Background: an optimization exercise with open tools, aiming at small area, a short achievable clock period and few clock cycles. Do not read the settings as production practice. Where RTL was checked, it was by simulation tests only, not by an equivalence proof against the original. No functional check of the RTL was part of runs 2 and 3.

$ cat design/flow/design.v
module taylor_sine(
    input clock,
    input reset,
    input start_in,
    input signed [11:0] x_in,
    output reg ready_out,
    output [11:0] sin_out
);
reg armed;
reg [5:1] ph;           
reg [11:0] t, h;         
wire [11:0] n2 = h;
reg [5:0] b_one, b_two, b_neg;    
wire idle = ~|ph;
wire go   = idle && armed && start_in;
wire [10:0] u = ~n2[10:0];
wire big = (u >= 11'd1624 && u < 11'd1632) || (u >= 11'd1654 && u < 11'd1864) ||
           (u >= 11'd1868 && u < 11'd1912) || (u >= 11'd1916 && u < 11'd1918) ||
           (u >= 11'd1954 && u < 11'd1962);
wire n2_pos = !n2[11] && (n2[10:0] != 11'd0);
wire m3 = n2_pos && t[11];
wire signed [11:0] c0 = t;
wire m12 = n2[11] && (c0 <= -12'sd49);
wire [1:0] m = m3 ? 2'd3 : m12 ? (big ? 2'd2 : 2'd1) : 2'd0;
wire [11:0] bnext = (go | ph[1]) ? x_in : ph[2] ? 12'd171 : ph[3] ? n2 :
                    ph[4] ? 12'd51 : 12'd1024;
reg [5:0] e_one, e_two, e_neg;
reg bm1;
integer i;
always @(*) begin
    for (i = 0; i < 6; i = i + 1) begin
        bm1 = (i == 0) ? 1'b0 : bnext[2*i-1];
        e_one[i] = bnext[2*i] ^ bm1;
        e_two[i] = (bnext[2*i+1] & ~bnext[2*i] & ~bm1) | (~bnext[2*i+1] & bnext[2*i] & bm1);
        e_neg[i] = bnext[2*i+1];
    end
end
reg [12:0] e0, e1, e2, e3, e4, e5;
reg [12:0] v;
always @(*) begin
    for (i = 0; i < 6; i = i + 1) begin
        v = b_one[i] ? {t[11], t} : b_two[i] ? {t, 1'b0} : 13'd0;
        if (i == 5 && ph[5]) v = {1'b0, h};
        case (i)
            0: e0 = v ^ {13{b_neg[i]}};
            1: e1 = v ^ {13{b_neg[i]}};
            2: e2 = v ^ {13{b_neg[i]}};
            3: e3 = v ^ {13{b_neg[i]}};
            4: e4 = v ^ {13{b_neg[i]}};
            default: e5 = v ^ {13{b_neg[i]}};
        endcase
    end
end
wire hs0 = e0[10] ^ e1[8];
wire hc0 = e0[10] & e1[8];
wire hs1 = e0[11] ^ e1[9];
wire hc1 = e0[11] & e1[9];
wire hs2 = e0[12] ^ e1[10];
wire hc2 = e0[12] & e1[10];
wire hs3 = e0[12] ^ e1[11];
wire hc3 = e0[12] & e1[11];
wire hs4 = ~e0[12] ^ ~e1[12];
wire hc4 = ~e0[12] & ~e1[12];
wire hs5 = e0[6] ^ e1[4];
wire hc5 = e0[6] & e1[4];
wire hs6 = e0[7] ^ e1[5];
wire hc6 = e0[7] & e1[5];
wire fs7 = e0[8] ^ e1[6] ^ e2[4];
wire fc7 = (e0[8] & e1[6]) | (e0[8] & e2[4]) | (e1[6] & e2[4]);
wire hs8 = e3[2] ^ e4[0];
wire hc8 = e3[2] & e4[0];
wire fs9 = e0[9] ^ e1[7] ^ e2[5];
wire fc9 = (e0[9] & e1[7]) | (e0[9] & e2[5]) | (e1[7] & e2[5]);
wire hs10 = e3[3] ^ e4[1];
wire hc10 = e3[3] & e4[1];
wire fs11 = hs0 ^ e2[6] ^ e3[4];
wire fc11 = (hs0 & e2[6]) | (hs0 & e3[4]) | (e2[6] & e3[4]);
wire fs12 = e4[2] ^ e5[0] ^ b_neg[5];
wire fc12 = (e4[2] & e5[0]) | (e4[2] & b_neg[5]) | (e5[0] & b_neg[5]);
wire fs13 = hs1 ^ e2[7] ^ e3[5];
wire fc13 = (hs1 & e2[7]) | (hs1 & e3[5]) | (e2[7] & e3[5]);
wire fs14 = e4[3] ^ e5[1] ^ hc0;
wire fc14 = (e4[3] & e5[1]) | (e4[3] & hc0) | (e5[1] & hc0);
wire fs15 = hs2 ^ e2[8] ^ e3[6];
wire fc15 = (hs2 & e2[8]) | (hs2 & e3[6]) | (e2[8] & e3[6]);
wire fs16 = e4[4] ^ e5[2] ^ hc1;
wire fc16 = (e4[4] & e5[2]) | (e4[4] & hc1) | (e5[2] & hc1);
wire fs17 = hs3 ^ e2[9] ^ e3[7];
wire fc17 = (hs3 & e2[9]) | (hs3 & e3[7]) | (e2[9] & e3[7]);
wire fs18 = e4[5] ^ e5[3] ^ hc2;
wire fc18 = (e4[5] & e5[3]) | (e4[5] & hc2) | (e5[3] & hc2);
wire fs19 = hs4 ^ e2[10] ^ e3[8];
wire fc19 = (hs4 & e2[10]) | (hs4 & e3[8]) | (e2[10] & e3[8]);
wire fs20 = e4[6] ^ e5[4] ^ hc3;
wire fc20 = (e4[6] & e5[4]) | (e4[6] & hc3) | (e5[4] & hc3);
wire fs21 = 1'b1 ^ e2[11] ^ e3[9];
wire fc21 = (1'b1 & e2[11]) | (1'b1 & e3[9]) | (e2[11] & e3[9]);
wire fs22 = e4[7] ^ e5[5] ^ hc4;
wire fc22 = (e4[7] & e5[5]) | (e4[7] & hc4) | (e5[5] & hc4);
wire fs23 = ~e2[12] ^ e3[10] ^ e4[8];
wire fc23 = (~e2[12] & e3[10]) | (~e2[12] & e4[8]) | (e3[10] & e4[8]);
wire hs24 = 1'b1 ^ e3[11];
wire hc24 = 1'b1 & e3[11];
wire hs25 = e0[4] ^ e1[2];
wire hc25 = e0[4] & e1[2];
wire hs26 = e0[5] ^ e1[3];
wire hc26 = e0[5] & e1[3];
wire fs27 = hs5 ^ e2[2] ^ e3[0];
wire fc27 = (hs5 & e2[2]) | (hs5 & e3[0]) | (e2[2] & e3[0]);
wire fs28 = hs6 ^ e2[3] ^ e3[1];
wire fc28 = (hs6 & e2[3]) | (hs6 & e3[1]) | (e2[3] & e3[1]);
wire fs29 = fs7 ^ hs8 ^ b_neg[4];
wire fc29 = (fs7 & hs8) | (fs7 & b_neg[4]) | (hs8 & b_neg[4]);
wire fs30 = fs9 ^ hs10 ^ fc7;
wire fc30 = (fs9 & hs10) | (fs9 & fc7) | (hs10 & fc7);
wire fs31 = fs11 ^ fs12 ^ fc9;
wire fc31 = (fs11 & fs12) | (fs11 & fc9) | (fs12 & fc9);
wire fs32 = fs13 ^ fs14 ^ fc11;
wire fc32 = (fs13 & fs14) | (fs13 & fc11) | (fs14 & fc11);
wire fs33 = fs15 ^ fs16 ^ fc13;
wire fc33 = (fs15 & fs16) | (fs15 & fc13) | (fs16 & fc13);
wire fs34 = fs17 ^ fs18 ^ fc15;
wire fc34 = (fs17 & fs18) | (fs17 & fc15) | (fs18 & fc15);
wire fs35 = fs19 ^ fs20 ^ fc17;
wire fc35 = (fs19 & fs20) | (fs19 & fc17) | (fs20 & fc17);
wire fs36 = fs21 ^ fs22 ^ fc19;
wire fc36 = (fs21 & fs22) | (fs21 & fc19) | (fs22 & fc19);
wire fs37 = fs23 ^ e5[6] ^ fc21;
wire fc37 = (fs23 & e5[6]) | (fs23 & fc21) | (e5[6] & fc21);
wire fs38 = hs24 ^ e4[9] ^ e5[7];
wire fc38 = (hs24 & e4[9]) | (hs24 & e5[7]) | (e4[9] & e5[7]);
wire fs39 = ~e3[12] ^ e4[10] ^ e5[8];
wire fc39 = (~e3[12] & e4[10]) | (~e3[12] & e5[8]) | (e4[10] & e5[8]);
wire hs40 = 1'b1 ^ e4[11];
wire hc40 = 1'b1 & e4[11];
wire hs41 = e0[2] ^ e1[0];
wire hc41 = e0[2] & e1[0];
wire hs42 = e0[3] ^ e1[1];
wire hc42 = e0[3] & e1[1];
wire fs43 = hs25 ^ e2[0] ^ b_neg[2];
wire fc43 = (hs25 & e2[0]) | (hs25 & b_neg[2]) | (e2[0] & b_neg[2]);
wire fs44 = hs26 ^ e2[1] ^ hc25;
wire fc44 = (hs26 & e2[1]) | (hs26 & hc25) | (e2[1] & hc25);
wire fs45 = fs27 ^ b_neg[3] ^ hc26;
wire fc45 = (fs27 & b_neg[3]) | (fs27 & hc26) | (b_neg[3] & hc26);
wire fs46 = fs28 ^ hc5 ^ fc27;
wire fc46 = (fs28 & hc5) | (fs28 & fc27) | (hc5 & fc27);
wire fs47 = fs29 ^ hc6 ^ fc28;
wire fc47 = (fs29 & hc6) | (fs29 & fc28) | (hc6 & fc28);
wire fs48 = fs30 ^ hc8 ^ fc29;
wire fc48 = (fs30 & hc8) | (fs30 & fc29) | (hc8 & fc29);
wire fs49 = fs31 ^ hc10 ^ fc30;
wire fc49 = (fs31 & hc10) | (fs31 & fc30) | (hc10 & fc30);
wire fs50 = fs32 ^ fc12 ^ fc31;
wire fc50 = (fs32 & fc12) | (fs32 & fc31) | (fc12 & fc31);
wire fs51 = fs33 ^ fc14 ^ fc32;
wire fc51 = (fs33 & fc14) | (fs33 & fc32) | (fc14 & fc32);
wire fs52 = fs34 ^ fc16 ^ fc33;
wire fc52 = (fs34 & fc16) | (fs34 & fc33) | (fc16 & fc33);
wire fs53 = fs35 ^ fc18 ^ fc34;
wire fc53 = (fs35 & fc18) | (fs35 & fc34) | (fc18 & fc34);
wire fs54 = fs36 ^ fc20 ^ fc35;
wire fc54 = (fs36 & fc20) | (fs36 & fc35) | (fc20 & fc35);
wire fs55 = fs37 ^ fc22 ^ fc36;
wire fc55 = (fs37 & fc22) | (fs37 & fc36) | (fc22 & fc36);
wire fs56 = fs38 ^ fc23 ^ fc37;
wire fc56 = (fs38 & fc23) | (fs38 & fc37) | (fc23 & fc37);
wire fs57 = fs39 ^ hc24 ^ fc38;
wire fc57 = (fs39 & hc24) | (fs39 & fc38) | (hc24 & fc38);
wire fs58 = hs40 ^ e5[9] ^ fc39;
wire fc58 = (hs40 & e5[9]) | (hs40 & fc39) | (e5[9] & fc39);
wire fs59 = ~e4[12] ^ e5[10] ^ hc40;
wire fc59 = (~e4[12] & e5[10]) | (~e4[12] & hc40) | (e5[10] & hc40);
wire hs60 = 1'b1 ^ e5[11];
wire hc60 = 1'b1 & e5[11];
wire [21:0] ps = {hs60, fs59, fs58, fs57, fs56, fs55, fs54, fs53, fs52, fs51, fs50, fs49, fs48, fs47, fs46, fs45, fs44, fs43, hs42, hs41, e0[1], e0[0]};
wire [21:0] pc = {fc59, fc58, fc57, fc56, fc55, fc54, fc53, fc52, fc51, fc50, fc49, fc48, fc47, fc46, fc45, fc44, fc43, hc42, hc41, b_neg[1], 1'b0, b_neg[0]};
wire [21:0] prod = ps + pc;
wire [11:0] res = prod[21:10];
wire [11:0] acc_k = {10'h3ff, ~m};
wire [11:0] acc_a = x_in ^ t ^ acc_k;
wire [11:0] acc_b = {(x_in[10:0] & t[10:0]) | (x_in[10:0] & acc_k[10:0]) | (t[10:0] & acc_k[10:0]), 1'b0};
wire acc_sum_g0 = (acc_a[0] & acc_b[0]) | ((acc_a[0] ^ acc_b[0]) & 1'b1);
wire acc_sum_p0 = acc_a[0] ^ acc_b[0];
wire acc_sum_g1 = acc_a[1] & acc_b[1];
wire acc_sum_p1 = acc_a[1] ^ acc_b[1];
wire acc_sum_g2 = acc_a[2] & acc_b[2];
wire acc_sum_p2 = acc_a[2] ^ acc_b[2];
wire acc_sum_g3 = acc_a[3] & acc_b[3];
wire acc_sum_p3 = acc_a[3] ^ acc_b[3];
wire acc_sum_g4 = acc_a[4] & acc_b[4];
wire acc_sum_p4 = acc_a[4] ^ acc_b[4];
wire acc_sum_g5 = acc_a[5] & acc_b[5];
wire acc_sum_p5 = acc_a[5] ^ acc_b[5];
wire acc_sum_g6 = acc_a[6] & acc_b[6];
wire acc_sum_p6 = acc_a[6] ^ acc_b[6];
wire acc_sum_g7 = acc_a[7] & acc_b[7];
wire acc_sum_p7 = acc_a[7] ^ acc_b[7];
wire acc_sum_g8 = acc_a[8] & acc_b[8];
wire acc_sum_p8 = acc_a[8] ^ acc_b[8];
wire acc_sum_g9 = acc_a[9] & acc_b[9];
wire acc_sum_p9 = acc_a[9] ^ acc_b[9];
wire acc_sum_g10 = acc_a[10] & acc_b[10];
wire acc_sum_p10 = acc_a[10] ^ acc_b[10];
wire acc_sum_g11 = acc_a[11] & acc_b[11];
wire acc_sum_p11 = acc_a[11] ^ acc_b[11];
wire acc_sum_G0 = acc_sum_g1 | (acc_sum_p1 & acc_sum_g0);
wire acc_sum_P0 = acc_sum_p1 & acc_sum_p0;
wire acc_sum_G1 = acc_sum_g3 | (acc_sum_p3 & acc_sum_g2);
wire acc_sum_P1 = acc_sum_p3 & acc_sum_p2;
wire acc_sum_G2 = acc_sum_g5 | (acc_sum_p5 & acc_sum_g4);
wire acc_sum_P2 = acc_sum_p5 & acc_sum_p4;
wire acc_sum_G3 = acc_sum_g7 | (acc_sum_p7 & acc_sum_g6);
wire acc_sum_P3 = acc_sum_p7 & acc_sum_p6;
wire acc_sum_G4 = acc_sum_g9 | (acc_sum_p9 & acc_sum_g8);
wire acc_sum_P4 = acc_sum_p9 & acc_sum_p8;
wire acc_sum_G5 = acc_sum_g11 | (acc_sum_p11 & acc_sum_g10);
wire acc_sum_P5 = acc_sum_p11 & acc_sum_p10;
wire acc_sum_G6 = acc_sum_G1 | (acc_sum_P1 & acc_sum_G0);
wire acc_sum_P6 = acc_sum_P1 & acc_sum_P0;
wire acc_sum_G7 = acc_sum_G3 | (acc_sum_P3 & acc_sum_G2);
wire acc_sum_P7 = acc_sum_P3 & acc_sum_P2;
wire acc_sum_G8 = acc_sum_G5 | (acc_sum_P5 & acc_sum_G4);
wire acc_sum_P8 = acc_sum_P5 & acc_sum_P4;
wire acc_sum_G9 = acc_sum_G7 | (acc_sum_P7 & acc_sum_G6);
wire acc_sum_P9 = acc_sum_P7 & acc_sum_P6;
wire acc_sum_G10 = acc_sum_G8 | (acc_sum_P8 & acc_sum_G9);
wire acc_sum_P10 = acc_sum_P8 & acc_sum_P9;
wire acc_sum_G11 = acc_sum_G2 | (acc_sum_P2 & acc_sum_G6);
wire acc_sum_P11 = acc_sum_P2 & acc_sum_P6;
wire acc_sum_G12 = acc_sum_G4 | (acc_sum_P4 & acc_sum_G9);
wire acc_sum_P12 = acc_sum_P4 & acc_sum_P9;
wire acc_sum_G13 = acc_sum_g2 | (acc_sum_p2 & acc_sum_G0);
wire acc_sum_P13 = acc_sum_p2 & acc_sum_P0;
wire acc_sum_G14 = acc_sum_g4 | (acc_sum_p4 & acc_sum_G6);
wire acc_sum_P14 = acc_sum_p4 & acc_sum_P6;
wire acc_sum_G15 = acc_sum_g6 | (acc_sum_p6 & acc_sum_G11);
wire acc_sum_P15 = acc_sum_p6 & acc_sum_P11;
wire acc_sum_G16 = acc_sum_g8 | (acc_sum_p8 & acc_sum_G9);
wire acc_sum_P16 = acc_sum_p8 & acc_sum_P9;
wire acc_sum_G17 = acc_sum_g10 | (acc_sum_p10 & acc_sum_G12);
wire acc_sum_P17 = acc_sum_p10 & acc_sum_P12;
wire [11:0] acc_sum = {(acc_sum_p11 ^ acc_sum_G17), (acc_sum_p10 ^ acc_sum_G12), (acc_sum_p9 ^ acc_sum_G16), (acc_sum_p8 ^ acc_sum_G9), (acc_sum_p7 ^ acc_sum_G15), (acc_sum_p6 ^ acc_sum_G11), (acc_sum_p5 ^ acc_sum_G14), (acc_sum_p4 ^ acc_sum_G6), (acc_sum_p3 ^ acc_sum_G13), (acc_sum_p2 ^ acc_sum_G0), (acc_sum_p1 ^ acc_sum_g0), (acc_sum_p0 ^ 1'b1)};
always @(posedge clock) begin
    if (reset) begin
        ready_out <= 1'b0;
        armed <= 1'b1;
        ph <= 5'd0;
    end else begin
        ph <= {ph[4:1], go};
        if (go) begin
            ready_out <= 1'b0;
            armed <= 1'b0;
        end else if (ph[5]) begin
            ready_out <= 1'b1;
        end else if (idle && !start_in) begin
            armed <= 1'b1;
        end
    end
end
always @(posedge clock) begin
    b_one <= e_one;
    b_two <= e_two;
    b_neg <= e_neg;
    if (ph[1]) h <= ~res;
    if (ph[4]) h <= acc_sum;
    t <= go ? x_in : res ^ {12{ph[1]}};
end
assign sin_out = t;
endmodule
$ cat design/flow/flow/run.sh
#!/bin/bash
# The standard layout (the standard.sh, unchanged steps and settings),
# with two choices of cell size:
# - the port buffers that global placement inserts on every input and
#   output are sky130_fd_sc_hd__buf_1 instead of the resizer's default pick;
# - at the end of floorplanning, the flip-flops of the multiplier operands
#   (t and the Booth digits b_*), which each drive about 13 loads, are given
#   the stronger sky130_fd_sc_hd__dfxtp_4 (same function, more drive).
set -euo pipefail
here=$(cd "$(dirname "$0")" && pwd)
export BUFFER_PORTS_ARGS="-buffer_cell sky130_fd_sc_hd__buf_1"
export POST_FLOORPLAN_TCL="$here/upsize.tcl"
bash standard.sh > standard.log 2>&1
$ cat design/flow/flow/upsize.tcl
# Sourced at the end of floorplanning: upsize the operand flip-flops.
set master [[ord::get_db] findMaster sky130_fd_sc_hd__dfxtp_4]
set n 0
foreach inst [[ord::get_db_block] getInsts] {
  set name [$inst getName]
  if {[[$inst getMaster] getName] eq "sky130_fd_sc_hd__dfxtp_1" &&
      ([string match {t\[*} $name] || [string match {b_*} $name])} {
    $inst swapMaster $master
    incr n
  }
}
puts "upsize.tcl: $n flip-flops now sky130_fd_sc_hd__dfxtp_4"
$ cat design/flow/standard.sh
#!/bin/bash
# synth_recipe.tcl (not shown) runs the flow's synth.tcl, then flattens the netlist and writes it again
# the make line also repeats each setting of config.mk as NAME=value (left out here)
make -C /OpenROAD-flow-scripts/flow DESIGN_CONFIG=/design/flow/config.mk WORK_HOME=/design/flow/orfs CLKGATE_MAP_FILE= SYNTH_SCRIPT=/design/flow/synth_recipe.tcl "${@:-finish}"
$ cat design/flow/config.mk
export PLATFORM = sky130hd
export DESIGN_NAME = taylor_sine
export DESIGN_NICKNAME = taylor_sine
export VERILOG_FILES = /design/flow/design.v
export SDC_FILE = /design/flow/constraint.sdc
export NUM_CORES = 4
export LEC_CHECK = 0
export CAP_MARGIN = 20
export CORE_MARGIN = 2
export CORE_UTILIZATION = 65
export CTS_BUF_LIST = sky130_fd_sc_hd__clkbuf_8
export SETUP_SLACK_MARGIN = 4.5
export SLEW_MARGIN = 20
$ cat design/flow/constraint.sdc
create_clock -name core_clock -period 10.0 [get_ports {clock}]
set_input_delay 2.0000 -clock core_clock [delete_from_list [all_inputs] [get_ports {clock}]]
set_output_delay 2.0000 -clock core_clock [all_outputs]
set_load 0.01 [all_outputs]
==> results of run 1 <==
[flip-flops by register name, indices dropped and copies added (netlist names)]
signal / count
h: 12
t: 12
b_neg: 6
b_one: 6
b_two: 6
ph: 5
armed: 1
ready_out: 1
[worst paths after layout]
kind	cells after the start	start	slack [ns]	endpoint
max	18	t[11]	4.63	t[10]
min	2	ready_out	0.50	ready_out
max reg2reg	18	t[11]	4.63	t[10]
min reg2reg	2	ready_out	0.50	ready_out
[worst max-delay path, delay by kind of cell, from the launching register on]
family / cells / cell delay, ns
XOR/XNOR: 2 / 0.43
flip-flops: 1 / 0.49
AO/OA/AOI/OAI: 5 / 1.00
AND/OR/NAND/NOR: 3 / 0.74
buffers and inverters: 3 / 0.20
adder cells (fa/ha/maj): 5 / 2.33
[kinds of logic after synthesis]
kind of cell	Yosys count
XOR/XNOR	99
AO/OA/AOI/OAI	186
adder cells (fa/ha/maj)	100
buffers and inverters	142
flip-flops	49
multiplexers	10
AND/OR/NAND/NOR	193
[per-layer routing]
metal,wire length (µm),share of wire,global-route usage
met1,6870,0.40,0.433
met2,8340,0.49,0.588
met3,1200,0.070,0.0481
met4,589,0.035,0.137
met5,0,0,0
[cell usage after synthesis (7+ instances only)]
cell type,instances,area [µm²]
nand2_1,101,379
inv_1,84,315
o21ai_0,64,320
xnor2_1,60,526
fa_1,50,1000
ha_1,50,626
a22oi_1,45,338
xor2_1,39,342
clkbuf_1,38,143
dfxtp_1,37,741
a21oi_1,31,155
nor2_1,28,105
nor2b_1,16,100
edfxtp_1,12,360
nand3_1,9,45.0
nor3_1,8,40.0
a21o_1,7,52.6
mux2i_1,7,70.1
nand4_1,7,43.8
[what timing repair did]
| action | 4_1_cts | 5_1_grt |
|---|---|---|
| gates resized for setup | 1 | 14 |
| endpoints found under the setup margin | 4 | 14 |
| endpoints found under the hold margin | 0 | 0 |
| setup buffers | 0 | 0 |
| gates cloned | 0 | 0 |
[layout make-up]
cell class	count	share of cell area
timing repair buffer	28	0.0166
clock inverter	3	0.00401
multi-input combinational	588	0.714
clock buffer	5	0.0105
tap	129	0.0246
sequential	49	0.180
inverter	88	0.0504
[metrics by stage]
stage               instances
finish                    890
global route              890
CTS                       890
detailed placement        882
global placement          882
floorplan                 779
==> metrics.md, run 1 <==
| Metric | Value |
|---|---|
| Starting Density | 0.678 |
| Hold WS | 0.504 ns |
| Clk latency of the worst-skew pair | 0.33 ns |
| CTS Sinks | between 40 and 50 |
| Worst path cell trace | o21ai_0 -> xnor2_1 -> inv_1 -> ha_1 -> inv_1 -> fa_1 -> inv_1 -> fa_1 -> fa_1 -> ha_1 -> nand4_1 -> or2_2 -> a31oi_1 -> nand2_1 -> o21bai_1 -> xnor2_1 -> a22oi_1 -> o21ai_0 |
| Worst path required time | 10.15 ns |
| Clock Path Buffers | 2 |
| RSZ-0062 raised after global routing | true |
| Skew final | between 0.02 and 0.025 ns |
| Arr. time, crit path | between 5 and 6 ns |
| First-pass GRT wire length | approximately 27000 µm |
| Final Cell Area | roughly 6600 µm² |
| Post-Syn Area per Cell | ~8.1 µm² |
| Synth async-reset ratio | 0 |
| CTS tree | built |
| ANT cells | 0 |
| Die height | between 100 and 150 µm |
| Crit path max fanout | 15 |
| Status | complete, no violations |
| CTS Root Cell | clkbuf_8 |
| Multi-input combinational cell area | 4680 µm² |
| CORE AREA | 9330 µm² |
| Worst-margin pin slew | between 1 and 1.5 ns |
| Max Clk Rate | between 150 and 200 MHz |
| Adder-cell area share of the yosys netlist | 0.257 |
| Pre-CTS WS | 4.35 ns |
| 1st-iter DRT viols | about 450 |
| Final hold vios | 0 |
| Post-synthesis compound-gate area fraction | 0.187 |
| WS Path Type | register to register |
| Synth Warn # | 1 |
| Largest net degree at the start of global routing | 27 |
| Vias in the first global route | approximately 5.4k |
| Top FF cell, synth | dfxtp_1 |
| MaxCap Viol Count | 0 |
| Layout cell share with drive strength beyond 1 | 0.0762 |
| Clock slew at reported path FFs | 0.12 ns |
| CP max-delay cell | fa_1 |
| Mapped Cells | 779 |
| Cts hold-fix bufs | 0 |
| Post-DRT Antenna Nets | 0 |
| DRC violations left | 0 |
| Setup violators final | 0 |
| Final period util | 0.537 |
| Gpl congestion | 0.956 |
| Largest family of logic cells by synthesized area | adder cells |
| Input/output buffers | 27 |
| Max incr delay on CP | about 0.54 ns |
| Area after DPL | between 6000 and 7000 µm² |
| Initial DRT Pass Iterations | 5 |
| Final #Nets | just under 900 |
| Minimum clock period | 5.37 ns |
| Cell row count | 35 |
| Fillers | around 840 |
| Mux cell area share after synthesis | 0.0164 |
| Sequential Area | between 1000 and 1500 µm² |
| GRT Util Overall | 0.341 |
| Net Count, Synth | 894 |
| Post-synth cell types | 54 |
| Critical path capture point type | register |
| Post-Route WL | 17000 µm |
| Synthesis-to-finish area growth | 3.70% |
| Die Wd | between 100 and 150 µm |
| Cell Area, Synth | 6320 µm² |
| Slew margin rel. | 0.259 |
| Die footprint | 10500 µm² |
| Sequential share of the synthesized area | 0.174 |
| Vias/cell | ~6.1 |
| Number of flops mapped to enable cells by yosys | 12 |
| Most frequent cells in the layout | nand2_1, inv_1, o21ai_0 |
| GR Overflow Total | 0 |
| Vias | 5451 |
| Final Util | 0.703 |
| Total negative slack | 0 ns |
| Worst min-delay path class | register to register |
| Io pins | 28 |
| XOR/XNOR share of the synthesized area | 0.137 |
| DP HPWL | 13000 µm |
| CTS H-tree lvls | 2 |
| Synth Area in Simple Gates | 0.139 |
| Slew Viols, Final | 0 |
| Routed len/inst | 19.1 µm |
| Antenna violations before repair | 0 |
| Critical path startpoint category | register |
| Commonest non-fill, non-tap cell in the layout | nand2_1 |
| CTS buffer count | 5 |
| Final worst slack | 4.63 ns |
| Synthesized flop and latch total | 49 |
Testbench counts, summed over its fixed seeds: cycles 11,192.
==> inputs of run 2 (changes only) <==
--- a/design/flow/design.v
+++ b/design/flow/design.v
@@ -177,4 +177,119 @@
 wire [21:0] pc = {fc59, fc58, fc57, fc56, fc55, fc54, fc53, fc52, fc51, fc50, fc49, fc48, fc47, fc46, fc45, fc44, fc43, hc42, hc41, b_neg[1], 1'b0, b_neg[0]};
-wire [21:0] prod = ps + pc;
-wire [11:0] res = prod[21:10];
+wire res_g0 = ps[0] & pc[0];
+wire res_p0 = ps[0] ^ pc[0];
+wire res_g1 = ps[1] & pc[1];
+wire res_p1 = ps[1] ^ pc[1];
+wire res_g2 = ps[2] & pc[2];
+wire res_p2 = ps[2] ^ pc[2];
+wire res_g3 = ps[3] & pc[3];
+wire res_p3 = ps[3] ^ pc[3];
+wire res_g4 = ps[4] & pc[4];
+wire res_p4 = ps[4] ^ pc[4];
+wire res_g5 = ps[5] & pc[5];
+wire res_p5 = ps[5] ^ pc[5];
+wire res_g6 = ps[6] & pc[6];
+wire res_p6 = ps[6] ^ pc[6];
+wire res_g7 = ps[7] & pc[7];
+wire res_p7 = ps[7] ^ pc[7];
+wire res_g8 = ps[8] & pc[8];
+wire res_p8 = ps[8] ^ pc[8];
+wire res_g9 = ps[9] & pc[9];
+wire res_p9 = ps[9] ^ pc[9];
+wire res_g10 = ps[10] & pc[10];
+wire res_p10 = ps[10] ^ pc[10];
+wire res_g11 = ps[11] & pc[11];
+wire res_p11 = ps[11] ^ pc[11];
+wire res_g12 = ps[12] & pc[12];
+wire res_p12 = ps[12] ^ pc[12];
+wire res_g13 = ps[13] & pc[13];
+wire res_p13 = ps[13] ^ pc[13];
+wire res_g14 = ps[14] & pc[14];
+wire res_p14 = ps[14] ^ pc[14];
+wire res_g15 = ps[15] & pc[15];
+wire res_p15 = ps[15] ^ pc[15];
+wire res_g16 = ps[16] & pc[16];
+wire res_p16 = ps[16] ^ pc[16];
+wire res_g17 = ps[17] & pc[17];
+wire res_p17 = ps[17] ^ pc[17];
+wire res_g18 = ps[18] & pc[18];
+wire res_p18 = ps[18] ^ pc[18];
+wire res_g19 = ps[19] & pc[19];
+wire res_p19 = ps[19] ^ pc[19];
+wire res_g20 = ps[20] & pc[20];
+wire res_p20 = ps[20] ^ pc[20];
+wire res_g21 = ps[21] & pc[21];
+wire res_p21 = ps[21] ^ pc[21];
+wire res_G0 = res_g1 | (res_p1 & res_g0);
+wire res_P0 = res_p1 & res_p0;
+wire res_G1 = res_g3 | (res_p3 & res_g2);
+wire res_P1 = res_p3 & res_p2;
+wire res_G2 = res_g5 | (res_p5 & res_g4);
+wire res_P2 = res_p5 & res_p4;
+wire res_G3 = res_g7 | (res_p7 & res_g6);
+wire res_P3 = res_p7 & res_p6;
+wire res_G4 = res_g9 | (res_p9 & res_g8);
+wire res_P4 = res_p9 & res_p8;
+wire res_G5 = res_g11 | (res_p11 & res_g10);
+wire res_P5 = res_p11 & res_p10;
+wire res_G6 = res_g13 | (res_p13 & res_g12);
+wire res_P6 = res_p13 & res_p12;
+wire res_G7 = res_g15 | (res_p15 & res_g14);
+wire res_P7 = res_p15 & res_p14;
+wire res_G8 = res_g17 | (res_p17 & res_g16);
+wire res_P8 = res_p17 & res_p16;
+wire res_G9 = res_g19 | (res_p19 & res_g18);
+wire res_P9 = res_p19 & res_p18;
+wire res_G10 = res_g21 | (res_p21 & res_g20);
+wire res_P10 = res_p21 & res_p20;
+wire res_G11 = res_G1 | (res_P1 & res_G0);
+wire res_P11 = res_P1 & res_P0;
+wire res_G12 = res_G3 | (res_P3 & res_G2);
+wire res_P12 = res_P3 & res_P2;
+wire res_G13 = res_G5 | (res_P5 & res_G4);
+wire res_P13 = res_P5 & res_P4;
+wire res_G14 = res_G7 | (res_P7 & res_G6);
+wire res_P14 = res_P7 & res_P6;
+wire res_G15 = res_G9 | (res_P9 & res_G8);
+wire res_P15 = res_P9 & res_P8;
+wire res_G16 = res_G12 | (res_P12 & res_G11);
+wire res_P16 = res_P12 & res_P11;
+wire res_G17 = res_G14 | (res_P14 & res_G13);
+wire res_P17 = res_P14 & res_P13;
+wire res_G18 = res_G17 | (res_P17 & res_G16);
+wire res_P18 = res_P17 & res_P16;
+wire res_G19 = res_G13 | (res_P13 & res_G16);
+wire res_P19 = res_P13 & res_P16;
+wire res_G20 = res_G15 | (res_P15 & res_G18);
+wire res_P20 = res_P15 & res_P18;
+wire res_G21 = res_G2 | (res_P2 & res_G11);
+wire res_P21 = res_P2 & res_P11;
+wire res_G22 = res_G4 | (res_P4 & res_G16);
+wire res_P22 = res_P4 & res_P16;
+wire res_G23 = res_G6 | (res_P6 & res_G19);
+wire res_P23 = res_P6 & res_P19;
+wire res_G24 = res_G8 | (res_P8 & res_G18);
+wire res_P24 = res_P8 & res_P18;
+wire res_G25 = res_G10 | (res_P10 & res_G20);
+wire res_P25 = res_P10 & res_P20;
+wire res_G26 = res_g2 | (res_p2 & res_G0);
+wire res_P26 = res_p2 & res_P0;
+wire res_G27 = res_g4 | (res_p4 & res_G11);
+wire res_P27 = res_p4 & res_P11;
+wire res_G28 = res_g6 | (res_p6 & res_G21);
+wire res_P28 = res_p6 & res_P21;
+wire res_G29 = res_g8 | (res_p8 & res_G16);
+wire res_P29 = res_p8 & res_P16;
+wire res_G30 = res_g10 | (res_p10 & res_G22);
+wire res_P30 = res_p10 & res_P22;
+wire res_G31 = res_g12 | (res_p12 & res_G19);
+wire res_P31 = res_p12 & res_P19;
+wire res_G32 = res_g14 | (res_p14 & res_G23);
+wire res_P32 = res_p14 & res_P23;
+wire res_G33 = res_g16 | (res_p16 & res_G18);
+wire res_P33 = res_p16 & res_P18;
+wire res_G34 = res_g18 | (res_p18 & res_G24);
+wire res_P34 = res_p18 & res_P24;
+wire res_G35 = res_g20 | (res_p20 & res_G20);
+wire res_P35 = res_p20 & res_P20;
+wire [11:0] res = {(res_p21 ^ res_G35), (res_p20 ^ res_G20), (res_p19 ^ res_G34), (res_p18 ^ res_G24), (res_p17 ^ res_G33), (res_p16 ^ res_G18), (res_p15 ^ res_G32), (res_p14 ^ res_G23), (res_p13 ^ res_G31), (res_p12 ^ res_G19), (res_p11 ^ res_G30), (res_p10 ^ res_G22)};
 wire [11:0] acc_k = {10'h3ff, ~m};
==> design/flow/flow/run.sh (replaced) <==
#!/bin/bash
# The standard layout (the standard.sh, unchanged steps and settings),
# except that the port buffers that global placement inserts on every
# input and output are the small sky130_fd_sc_hd__buf_1 instead of the
# buffer cell the resizer would pick by default.
set -euo pipefail
export BUFFER_PORTS_ARGS="-buffer_cell sky130_fd_sc_hd__buf_1"
bash standard.sh > standard.log 2>&1
removed: design/flow/flow/upsize.tcl
==> metrics.md, run 2 <==
| Metric | Value |
|---|---|
| Largest regs | h x12, t x12 |
| 1st-iter DRT viols | 282 |
| Clock Path Buffers | 2 |
| Post-DRT Antenna Nets | 0 |
| Max Clk Rate | 190 MHz |
| CP max-delay cell | fa_1 |
| CORE AREA | 9280 µm² |
| Synth top area share | 0.179 |
| Top cells by area, synth | fa_1, dfxtp_1, ha_1 |
| Post-Route WL | 15600 µm |
| Reg-to-reg setup timing slack | around 4.7 ns |
| Worst-margin pin slew | 0.853 ns |
| Io pins | 28 |
| CTS Sinks | 49 |
| Antenna violations before repair | 0 |
| Final Cell Area | 6620 µm² |
| Commonest non-fill, non-tap cell in the layout | inv_1 |
| Beginning of the worst hold path | ready_out |
| Mapped Cells | 746 |
| Wl on met1 | slightly below 7000 µm |
| First-pass GRT wire length | 25200 µm |
| Die height | 102 µm |
| Worst path required time | 10.20 ns |
| Input/output buffers | 27 |
| Worst path cell trace | nand2_1 -> o21ai_0 -> xor2_1 -> ha_1 -> inv_1 -> fa_1 -> inv_1 -> fa_1 -> inv_1 -> fa_1 -> inv_1 -> ha_1 -> a21o_1 -> a21o_1 -> o21a_1 -> nor2_1 -> nand2_1 -> fa_1 -> xor2_2 -> nor2_1 -> a221o_1 |
| GRT Util Overall | 0.315 |
| Clock slew at reported path FFs | roughly 0.10 ns |
| WS Path Type | register to register |
| MaxCap Viol Count | 0 |
| Minimum clock period | ~5.3 ns |
| Synthesis-to-finish area growth | 5.95% |
| Synthesized flop and latch total | 49 |
| Skew final | ~0.013 ns |
| Area after DPL | 6340 µm² |
| DRC violations left | 0 |
| Slew Viols, Final | 0 |
| Met2 wire len | 7480 µm |
| Post-Syn Area per Cell | 8.38 µm² |
| DP HPWL | 12500 µm |
| Setup violators final | 0 |
| Critical path origin | t[10] |
| Worst Hold Depth | 2 |
| CTS H-tree lvls | 2 |
| Top sig layer | met4 |
| Die footprint | 10400 µm² |
| Slew margin rel. | 0.431 |
| Synth Warn # | 1 |
| Routed len/inst | 17.9 µm |
| GR Overflow Total | 0 |
| Net Count, Synth | roughly 870 |
| Cell Area, Synth | roughly 6200 µm² |
| CTS Root Cell | clkbuf_8 |
| FF-to-FF path depth | 21 |
| CP bufs+invs | 4 |
| RR Endpoint | t[7] |
| Top FF cell, synth | dfxtp_1 |
| Final worst slack | 4.72 ns |
| Synth top cells by count | inv_1, nand2_1, o21ai_0 |
| Yosys top cell by area | fa_1 |
| Pre-CTS WS | 4.29 ns |
| CTS buffer count | 5 |
| Initial DRT Pass Iterations | 5 |
| Post-synth cell types | 54 |
| CP delay by family, top | adder cells |
| Gpl congestion | 0.964 |
| Metal3 WL | 947 µm |
| Starting Density | 0.673 |
| Critical path capture point type | register |
| Critical path startpoint category | register |
| Sequential share of the synthesized area | 0.176 |
| Cell row count | 35 |
| Status | complete, no violations |
| Arr. time, crit path | 5.47 ns |
| ANT cells | 0 |
| Max incr delay on CP | between 0.5 and 0.6 ns |
| Worst min-delay path class | register to register |
| CTS tree | built |
| Vias/cell | 5.84 |
| Final period util | 0.528 |
| Layout cell share with drive strength beyond 1 | 0.0830 |
| Clk latency of the worst-skew pair | 0.31 ns |
| Synth async-reset ratio | 0 |
| Number of flops mapped to enable cells by yosys | 12 |
| Most frequent cells in the layout | inv_1, nand2_1, fa_1 |
| Vias in the first global route | between 5k and 6k |
| Hold WS | 0.503 ns |
| Largest net degree at the start of global routing | 28 |
| Worst r2r src | t[10] |
| Worst hold endpoint | ready_out |
| Count leader, synth | inv_1 |
| Vias | just over 5k |
| RSZ-0062 raised after global routing | true |
| Total negative slack | 0 ns |
| Crit path max fanout | 11 |
| Final hold vios | 0 |
| Final #Nets | between 800 and 900 |
| Die Wd | 102 µm |
-- run 2: changes by cell type after synthesis, moves of 5 or more --
cell     before  now
o21a_1        1    6
and3_1        6    1
nand2_1     101   88
mux2i_1       7   13
buf_2         6    1
o21ai_0      64   57
xnor2_1      60   54
a21oi_1      31   21
nand4_1       7    2
inv_1        84  110
mux2_2        3    8
fa_1         50   56
-- run 2: repair_timing --
item                                    CTS  global route
endpoints found under the setup margin    6            12
hold buffers                              0             0
pin swaps                                 0             1
cloned                                    0             0
resized for setup                        11            26
buffers inserted                          0             8
-- run 2: worst register-to-register path, delay by kind of cell (launching register included) --
family / cells / cell delay (ns)
buf+inv: 4 / 0.20
fa+ha+maj: 6 / 2.66
simple gates: 4 / 0.42
xor+xnor: 2 / 0.40
flops: 1 / 0.44
compound gates: 5 / 1.04
-- run 2: final cells by class --
class | count | area, µm²
clock inverter | 3 | 68.8
fill | 805 | 2660
multi-input combinational | 542 | 4590
sequential | 49 | 1140
timing repair buffer | 37 | 176
clock buffer | 5 | 68.8
inverter | 111 | 417
tap | 129 | 161
-- run 2: worst max-delay path by stage --
stage,end,slack (ns),cells past startpoint
finish,t[7],4.72,21
CTS,h[11],4.51,19
global placement,h[11],4.41,20
detailed placement,h[11],4.29,21
global route,h[11],4.46,19
floorplan,h[11],4.77,23
-- run 2: metrics by stage --
stage / instances / utilization
after floorplan: 746 / -
after CTS: 868 / 0.701
after detailed placement: 860 / 0.683
after global placement: 860 / 0.683
final: 876 / 0.713
after global routing: 876 / 0.713
-- run 2: logic make-up (layout without fill, tap and decap cells) --
logic type | Yosys count | count (layout) | synth area share
simple gates | 156 | 156 | 0.109
buf+inv | 155 | 156 | 0.0957
flops | 49 | 49 | 0.176
compound gates | 166 | 166 | 0.175
xor+xnor | 94 | 94 | 0.132
mux | 21 | 21 | 0.0352
fa+ha+maj | 105 | 105 | 0.278
-- run 2: layer usage --
layer,global-route usage,vias up
met5,0,-
met1,0.423,2465
li1,-,2454
met3,0.0486,39
met4,0.0985,0
met2,0.526,156
==> inputs of run 3 (changes only) <==
--- a/design/flow/design.v
+++ b/design/flow/design.v
@@ -10,4 +10,3 @@
 reg [5:1] ph;           
-reg [11:0] t, h;         
-wire [11:0] n2 = h;
+reg [11:0] t, n2, acc;
 reg [5:0] b_one, b_two, b_neg;    
@@ -42,3 +41,2 @@
         v = b_one[i] ? {t[11], t} : b_two[i] ? {t, 1'b0} : 13'd0;
-        if (i == 5 && ph[5]) v = {1'b0, h};
         case (i)
@@ -77,24 +75,24 @@
 wire fc11 = (hs0 & e2[6]) | (hs0 & e3[4]) | (e2[6] & e3[4]);
-wire fs12 = e4[2] ^ e5[0] ^ b_neg[5];
-wire fc12 = (e4[2] & e5[0]) | (e4[2] & b_neg[5]) | (e5[0] & b_neg[5]);
+wire fs12 = e4[2] ^ (e5[0] | acc[0]) ^ b_neg[5];
+wire fc12 = (e4[2] & (e5[0] | acc[0])) | (e4[2] & b_neg[5]) | ((e5[0] | acc[0]) & b_neg[5]);
 wire fs13 = hs1 ^ e2[7] ^ e3[5];
 wire fc13 = (hs1 & e2[7]) | (hs1 & e3[5]) | (e2[7] & e3[5]);
-wire fs14 = e4[3] ^ e5[1] ^ hc0;
-wire fc14 = (e4[3] & e5[1]) | (e4[3] & hc0) | (e5[1] & hc0);
+wire fs14 = e4[3] ^ (e5[1] | acc[1]) ^ hc0;
+wire fc14 = (e4[3] & (e5[1] | acc[1])) | (e4[3] & hc0) | ((e5[1] | acc[1]) & hc0);
 wire fs15 = hs2 ^ e2[8] ^ e3[6];
 wire fc15 = (hs2 & e2[8]) | (hs2 & e3[6]) | (e2[8] & e3[6]);
-wire fs16 = e4[4] ^ e5[2] ^ hc1;
-wire fc16 = (e4[4] & e5[2]) | (e4[4] & hc1) | (e5[2] & hc1);
+wire fs16 = e4[4] ^ (e5[2] | acc[2]) ^ hc1;
+wire fc16 = (e4[4] & (e5[2] | acc[2])) | (e4[4] & hc1) | ((e5[2] | acc[2]) & hc1);
 wire fs17 = hs3 ^ e2[9] ^ e3[7];
 wire fc17 = (hs3 & e2[9]) | (hs3 & e3[7]) | (e2[9] & e3[7]);
-wire fs18 = e4[5] ^ e5[3] ^ hc2;
-wire fc18 = (e4[5] & e5[3]) | (e4[5] & hc2) | (e5[3] & hc2);
+wire fs18 = e4[5] ^ (e5[3] | acc[3]) ^ hc2;
+wire fc18 = (e4[5] & (e5[3] | acc[3])) | (e4[5] & hc2) | ((e5[3] | acc[3]) & hc2);
 wire fs19 = hs4 ^ e2[10] ^ e3[8];
 wire fc19 = (hs4 & e2[10]) | (hs4 & e3[8]) | (e2[10] & e3[8]);
-wire fs20 = e4[6] ^ e5[4] ^ hc3;
-wire fc20 = (e4[6] & e5[4]) | (e4[6] & hc3) | (e5[4] & hc3);
+wire fs20 = e4[6] ^ (e5[4] | acc[4]) ^ hc3;
+wire fc20 = (e4[6] & (e5[4] | acc[4])) | (e4[6] & hc3) | ((e5[4] | acc[4]) & hc3);
 wire fs21 = 1'b1 ^ e2[11] ^ e3[9];
 wire fc21 = (1'b1 & e2[11]) | (1'b1 & e3[9]) | (e2[11] & e3[9]);
-wire fs22 = e4[7] ^ e5[5] ^ hc4;
-wire fc22 = (e4[7] & e5[5]) | (e4[7] & hc4) | (e5[5] & hc4);
+wire fs22 = e4[7] ^ (e5[5] | acc[5]) ^ hc4;
+wire fc22 = (e4[7] & (e5[5] | acc[5])) | (e4[7] & hc4) | ((e5[5] | acc[5]) & hc4);
 wire fs23 = ~e2[12] ^ e3[10] ^ e4[8];
@@ -127,8 +125,8 @@
 wire fc36 = (fs21 & fs22) | (fs21 & fc19) | (fs22 & fc19);
-wire fs37 = fs23 ^ e5[6] ^ fc21;
-wire fc37 = (fs23 & e5[6]) | (fs23 & fc21) | (e5[6] & fc21);
-wire fs38 = hs24 ^ e4[9] ^ e5[7];
-wire fc38 = (hs24 & e4[9]) | (hs24 & e5[7]) | (e4[9] & e5[7]);
-wire fs39 = ~e3[12] ^ e4[10] ^ e5[8];
-wire fc39 = (~e3[12] & e4[10]) | (~e3[12] & e5[8]) | (e4[10] & e5[8]);
+wire fs37 = fs23 ^ (e5[6] | acc[6]) ^ fc21;
+wire fc37 = (fs23 & (e5[6] | acc[6])) | (fs23 & fc21) | ((e5[6] | acc[6]) & fc21);
+wire fs38 = hs24 ^ e4[9] ^ (e5[7] | acc[7]);
+wire fc38 = (hs24 & e4[9]) | (hs24 & (e5[7] | acc[7])) | (e4[9] & (e5[7] | acc[7]));
+wire fs39 = ~e3[12] ^ e4[10] ^ (e5[8] | acc[8]);
+wire fc39 = (~e3[12] & e4[10]) | (~e3[12] & (e5[8] | acc[8])) | (e4[10] & (e5[8] | acc[8]));
 wire hs40 = 1'b1 ^ e4[11];
@@ -169,8 +167,8 @@
 wire fc57 = (fs39 & hc24) | (fs39 & fc38) | (hc24 & fc38);
-wire fs58 = hs40 ^ e5[9] ^ fc39;
-wire fc58 = (hs40 & e5[9]) | (hs40 & fc39) | (e5[9] & fc39);
-wire fs59 = ~e4[12] ^ e5[10] ^ hc40;
-wire fc59 = (~e4[12] & e5[10]) | (~e4[12] & hc40) | (e5[10] & hc40);
-wire hs60 = 1'b1 ^ e5[11];
-wire hc60 = 1'b1 & e5[11];
+wire fs58 = hs40 ^ (e5[9] | acc[9]) ^ fc39;
+wire fc58 = (hs40 & (e5[9] | acc[9])) | (hs40 & fc39) | ((e5[9] | acc[9]) & fc39);
+wire fs59 = ~e4[12] ^ (e5[10] | acc[10]) ^ hc40;
+wire fc59 = (~e4[12] & (e5[10] | acc[10])) | (~e4[12] & hc40) | ((e5[10] | acc[10]) & hc40);
+wire hs60 = 1'b1 ^ (e5[11] | acc[11]);
+wire hc60 = 1'b1 & (e5[11] | acc[11]);
 wire [21:0] ps = {hs60, fs59, fs58, fs57, fs56, fs55, fs54, fs53, fs52, fs51, fs50, fs49, fs48, fs47, fs46, fs45, fs44, fs43, hs42, hs41, e0[1], e0[0]};
@@ -379,4 +377,4 @@
     b_neg <= e_neg;
-    if (ph[1]) h <= ~res;
-    if (ph[4]) h <= acc_sum;
+    acc <= ph[4] ? acc_sum : 12'd0;
+    if (ph[1]) n2 <= ~res;
     t <= go ? x_in : res ^ {12{ph[1]}};
==> design/flow/run.sh (new file) <==
#!/bin/bash
# synth_recipe.tcl (not shown) runs the flow's synth.tcl, then flattens the netlist and writes it again
# the make line also repeats each setting of config.mk as NAME=value (left out here)
make -C /OpenROAD-flow-scripts/flow DESIGN_CONFIG=/design/flow/config.mk WORK_HOME=/design/flow/orfs CLKGATE_MAP_FILE= SYNTH_SCRIPT=/design/flow/synth_recipe.tcl finish
--- a/design/flow/config.mk
+++ b/design/flow/config.mk
@@ -11,3 +11,3 @@
 export CTS_BUF_LIST = sky130_fd_sc_hd__clkbuf_8
-export SETUP_SLACK_MARGIN = 4.5
+export SETUP_SLACK_MARGIN = 4
 export SLEW_MARGIN = 20
removed: design/flow/flow/run.sh
removed: design/flow/standard.sh
==> metrics.md, run 3 <==
| Metric | Value |
|---|---|
| Synth top area share | 0.180 |
| Vias/cell | ~6 |
| Worst-margin pin slew | 1.06 ns |
| Post-DRT Antenna Nets | 0 |
| Most frequent cells in the layout | inv_1, nand2_1, xnor2_1 |
| Critical path startpoint category | register |
| Cell row count | 36 |
| Net Count, Synth | 845 |
| DRC violations left | 0 |
| CORE AREA | 9640 µm² |
| Clock slew at reported path FFs | about 0.08 ns |
| Post-CTS setup buffer count | 0 |
| ANT cells | 0 |
| CP max-delay cell | dfxtp_1 |
| CTS Root Cell | clkbuf_8 |
| Routed len/inst | 19.3 µm |
| 1st-iter DRT viols | 261 |
| CP most frequent cell | fa_1 |
| First-pass GRT wire length | about 26000 µm |
| CP delay by family, top | adder cells |
| Final worst slack | 4.32 ns |
| Wl on met1 | 6510 µm |
| Top sig layer | met4 |
| Cell Area, Synth | 6350 µm² |
| Yosys top cell by area | fa_1 |
| Layout cell share with drive strength beyond 1 | 0.0426 |
| Clk latency of the worst-skew pair | 0.36 ns |
| Mux cell area share after synthesis | 0.0209 |
| DP HPWL | approximately 13000 µm |
| Count leader, synth | inv_1 |
| Largest regs | acc x12, n2 x12, t x12 |
| Post-Route WL | 16600 µm |
| Setup violators final | 0 |
| XOR/XNOR share of the synthesized area | 0.130 |
| GRT Util Overall | 0.334 |
| Gpl congestion | between 0.9 and 1 |
| Input/output buffers | 27 |
| Commonest non-fill, non-tap cell in the layout | inv_1 |
| CP bufs+invs | 2 |
| Clock Path Buffers | 2 |
| Post-Syn Area per Cell | 8.77 µm² |
| Worst path cell trace | a22oi_1 -> xnor2_1 -> ha_1 -> fa_1 -> inv_1 -> fa_1 -> inv_1 -> fa_1 -> ha_1 -> a21o_1 -> a21o_1 -> a221oi_1 -> o21ai_0 -> a221oi_1 -> fa_1 -> a22oi_1 -> o21ai_0 |
| RSZ-0062 raised after global routing | false |
| Final hold vios | 0 |
| Slew Viols, Final | 0 |
| CTS buffer count | 9 |
| Io pins | 28 |
| Number of flops mapped to enable cells by yosys | 12 |
| GR Overflow Total | 0 |
| Vias in the first global route | 5057 |
| Sequential share of the synthesized area | 0.211 |
| Initial DRT Pass Iterations | 6 |
| Minimum clock period | 5.68 ns |
| Final #Nets | ~840 |
| Max Clk Rate | roughly 180 MHz |
| Post-synthesis compound-gate area fraction | 0.156 |
| Synth async-reset ratio | 0 |
| Post-synth cell types | 56 |
| Top cells by area, synth | fa_1, dfxtp_1, ha_1 |
| Largest net degree at the start of global routing | 28 |
| Top FF cell, synth | dfxtp_1 |
| WS Path Type | register to register |
| Die height | 103 µm |
| Worst min-delay path class | register to register |
| Synth Warn # | 1 |
| Worst path required time | 10.24 ns |
| Max incr delay on CP | roughly 0.86 ns |
| Crit path max fanout | 14 |
| Skew final | 0.00955 ns |
| Adder-cell area share of the yosys netlist | 0.276 |
| CTS Sinks | 61 |
| Synth top cells by count | inv_1, nand2_1, xnor2_1 |
| Final period util | 0.568 |
| Met2 wire len | 8120 µm |
| Critical path capture point type | register |
| Largest family of logic cells by synthesized area | adder cells |
| Metal3 WL | 1310 µm |
| CTS tree | built |
| Die footprint | about 11000 µm² |
| Status | complete, no violations |
| Total negative slack | 0 ns |
| Vias | 5096 |
| Starting Density | 0.659 |
| Synth Area in Simple Gates | 0.120 |
| Slew margin rel. | 0.295 |
| Die Wd | roughly 100 µm |
| Pre-CTS WS | slightly above 4 ns |
| Synthesized flop and latch total | ~60 |
| Antenna violations before repair | 0 |
| MaxCap Viol Count | 0 |
| Mapped Cells | 724 |
| Arr. time, crit path | 5.92 ns |
| Synthesis-to-finish area growth | 7.60% |
| CTS H-tree lvls | 3 |
==> run 3: cell types whose count changed in the layout (fill, tap and decap cells not counted), sizes merged, moves of 8 or more <==
cell	before	now
nor2b	12	20
clkdlybuf4s50	0	27
xor2	40	30
inv	112	103
nand2	88	74
nor2	27	19
nand2b	1	12
dfxtp	37	49
xnor2	54	64
o21ai	57	40
buf	36	3
==> run 3: worst reg2reg max path: cells and delay by family, from the launching register on <==
family,cells,cell delay [ns]
buffers and inverters,2,0.12
flip-flops,1,0.86
XOR/XNOR,1,0.25
adder cells (fa/ha/maj),6,2.66
AO/OA/AOI/OAI,8,1.68
==> run 3: path summary, 6_finish.rpt <==
path	startpoint	endpoint	slack [ns]	depth (start not counted)
hold / removal	ready_out	ready_out	0.50	2
hold reg to reg	ready_out	ready_out	0.50	2
setup reg to reg	t[9]	t[10]	4.32	17
setup / recovery	t[9]	t[10]	4.32	17
==> run 3: layer usage <==
metal / vias to the layer above / track usage
li1: 2387 / -
met1: 2447 / 0.415
met2: 206 / 0.569
met3: 56 / 0.0508
met4: 0 / 0.166
met5: - / 0
==> run 3: area by class of cell <==
cell class	instances	area (µm²)
inverters	101	379
clock inverters	7	58.8
multi-input cells	520	4470
well taps	133	166
fillers	801	2810
flip-flops and latches	61	1340
clock buffers	9	124
repair buffers	30	293
==> run 3: metrics by stage <==
step	util	instances	instance area (µm²)	hold WS, ns
floorplan	-	724	6350	0.472
global placement	0.689	845	6640	0.480
detailed placement	0.689	845	6640	0.480
CTS	0.708	861	6830	0.498
global route	0.709	861	6830	0.539
finish	0.709	861	6830	0.496
==> run 3: repair_timing <==
| action | CTS | global route |
|---|---|---|
| gates cloned | 0 | 0 |
| gates resized for setup | 1 | 3 |
| endpoints found under the setup margin | 1 | 3 |
| hold buffers | 0 | 0 |
==> run 3: kinds of logic after synthesis <==
| family | after synthesis |
|---|---|
| buf+inv | 143 |
| compound gates | 148 |
| flops | 61 |
| mux | 13 |
| fa+ha+maj | 106 |
| xor+xnor | 94 |
| simple gates | 159 |

[what the ideal ports hide]
No port has a modelled driver above. Below, the same layouts with a new extraction and two added sets of constraints. Step 1 sets driving cells, clkbuf_16 on the clock port and buf_2 on the other inputs (assumed; they add their load-dependent delay and slew). Step 2 also shifts input and output timing later by t, the mid clock arrival at the registers, as if the neighbouring blocks saw the same clock. a / b / c = no drivers / after step 1 / after step 2; a / b = the first two.
| run | shift t [ns] | slack for setup (ns) | hold slack, ns | worst setup path after step 2 |
|---|---|---|---|---|
| run 1 | 0.346 | 4.634 / 4.634 / 4.395 | 0.504 / 0.504 / 0.504 | input to register |
| run 2 | 0.333 | 4.725 / 4.725 / 4.725 | 0.503 / 0.503 / 0.503 | register to register |
| run 3 | 0.384 | 4.318 / 4.318 / 4.318 | 0.496 / 0.496 / 0.496 | register to register |
After both steps setup and hold are still met in every run listed. The setup slack of run 1, which loses most, moves by 0.000 ns with the drivers and by -0.239 ns with both steps.
